Source: an optimization exercise on an open RTL-to-GDS flow (aim: small area). Production flows keep margins and buffers that such runs may drop.
In this exercise RTL edits were held to simulation tests only and were not proved equivalent to the original. The flow treats the clock pin as an ideal source, which a real chip does not have.

==> flow/design.v <==
module ddr_memory_rtl #(
    parameter ADDR_WIDTH = 4,
    parameter DATA_WIDTH = 32,
    parameter MEM_SIZE   = 16
) (
    input  logic                  clk,
    input  logic                  reset,
    input  logic                  wr,        
    input  logic                  rd,        
    input  logic [ADDR_WIDTH-1:0] addr,      
    input  logic [DATA_WIDTH-1:0] wdata,     
    output logic [DATA_WIDTH-1:0] rdata,     
    output logic                  response
);
  logic [DATA_WIDTH-1:0] mem[0:MEM_SIZE-1];
  logic [MEM_SIZE-1:0]   valid;
  logic [MEM_SIZE-1:0]   we;
  logic [MEM_SIZE-1:0]   sel;
  logic [DATA_WIDTH-1:0] rd_next;
  always_comb begin
    for (int i = 0; i < MEM_SIZE; i++) begin
      we[i]  = wr && addr == ADDR_WIDTH'(i);
      sel[i] = rd && valid[i] && addr == ADDR_WIDTH'(i);
    end
  end
  always_ff @(posedge clk or posedge reset) begin
    if (reset) begin
      valid    <= '0;
      response <= 1'b0;
    end else begin
      valid    <= valid | we;
      response <= wr;
    end
  end
  always_ff @(posedge clk) begin
    for (int i = 0; i < MEM_SIZE; i++)
      if (we[i]) mem[i] <= wdata;
  end
  always_comb begin
    rd_next = '0;
    for (int k = 0; k < 5; k++)
      rd_next = rd_next | ((mem[3*k] & {DATA_WIDTH{sel[3*k]}}) | (mem[3*k+1] & {DATA_WIDTH{sel[3*k+1]}}) | (mem[3*k+2] & {DATA_WIDTH{sel[3*k+2]}}));
    rd_next = rd_next | (mem[15] & {DATA_WIDTH{sel[15]}});
  end
  always_ff @(posedge clk) begin
    rdata <= rd_next;
  end
endmodule
clock: 4.0 ns
lec_check: 0
cap_margin: 0
core_margin: 2
core_utilization: 60
cts_buf_list: sky130_fd_sc_hd__clkbuf_16
cts_cluster_diameter: 100
cts_cluster_size: 30
slew_margin: 0
standard.sh (not shown) runs the stock make flow with config.mk's settings and CLKGATE_MAP_FILE= SYNTH_SCRIPT=/design/flow/synth_recipe.tcl, a recipe that flattens the netlist after the stock synthesis.
==> flow/flow/run.sh <==
#!/bin/bash
# Standard layout, with the port buffers built from the smallest buffer cell and
# the clock tree built without dummy balancing loads.
set -euo pipefail
export BUFFER_PORTS_ARGS="-buffer_cell sky130_fd_sc_hd__buf_1"
export CTS_ARGS="-sink_clustering_enable -repair_clock_nets -buf_list sky130_fd_sc_hd__clkbuf_8 -sink_clustering_size 16 -sink_clustering_max_diameter 100 -dont_use_dummy_load"
bash standard.sh > standard_flow.log 2>&1
Change:
==> flow/flow/run.sh (replaced) <==
#!/bin/bash
# The standard layout (standard.sh), with three changes to how it is built:
#  - synthesis is synth_recipe.tcl unchanged, except that its technology mapping
#    call (abc) runs flow/abc_area.script, an area-oriented mapping, in place of
#    ORFS's speed script;
#  - the port buffers use the smallest buffer cell;
#  - the clock tree is built from large clusters of clkbuf_16, without dummy loads.
# Each tool's output goes to the logs under orfs/logs and to flow_standard.log.
set -euo pipefail
W=$PWD
cat > "$W/flow_synth.tcl" <<EOF
proc abc {args} {
  set i [lsearch -exact \$args -script]
  if {\$i >= 0} { lset args [expr {\$i + 1}] {$W/flow/abc_area.script} }
  yosys abc {*}\$args
}
source {$W/synth_recipe.tcl}
EOF
sed "s#SYNTH_SCRIPT=[^ ]*#SYNTH_SCRIPT=$W/flow_synth.tcl#" standard.sh > flow_standard.sh
grep -q "SYNTH_SCRIPT=$W/flow_synth.tcl" flow_standard.sh
export BUFFER_PORTS_ARGS="-buffer_cell sky130_fd_sc_hd__buf_1"
export CTS_ARGS="-sink_clustering_enable -repair_clock_nets -buf_list sky130_fd_sc_hd__clkbuf_16 -sink_clustering_size 30 -sink_clustering_max_diameter 100 -dont_use_dummy_load"
bash flow_standard.sh > flow_standard.log 2>&1
==> flow/flow/abc_area.script (new file) <==
strash
&get -n
&st
&dch
&nf -R 1000 -C 32
&put
- CORE_UTILIZATION: 60 -> 75
Outcome:
- The new run passed the timing, design-rule and antenna checks
- count of clock-buffer cells in the layout came out lower by 19
- cell count decreases by about 13%
- area after synthesis shrinks by 3.5%

static timing again, ports no longer ideal:
Ports are ideal in the flow. The routed layouts listed here were re-timed in OpenROAD.
Step 1, drivers: a clkbuf_16 drives clk and a buf_2 each remaining input, both assumed.
Step 2 adds t to the input delays and takes it off the output delays; t is the mean of the earliest and latest rising clock arrival at the registers after step 1. Input paths then give back, and output paths get back, about the clock's delay inside the block.
Slacks: ideal ports / drivers / drivers and shift; pairs: ideal ports / drivers.
run	t (ns)	slack for setup (ns)	hold WS [ns]	worst register clock-pin slew, ns	cell pins on the clock port's net
the first run	0.588	1.635 / 1.652 / 1.064	0.282 / 0.258 / 0.458	0.11 / 0.11	1
the second run	0.589	1.396 / 1.420 / 0.831	0.204 / 0.170 / 0.443	0.11 / 0.11	1
After both steps every run listed still meets setup and hold. The setup slack of the first run, which loses most, moves by +0.017 ns with the drivers and by -0.571 ns with both steps.
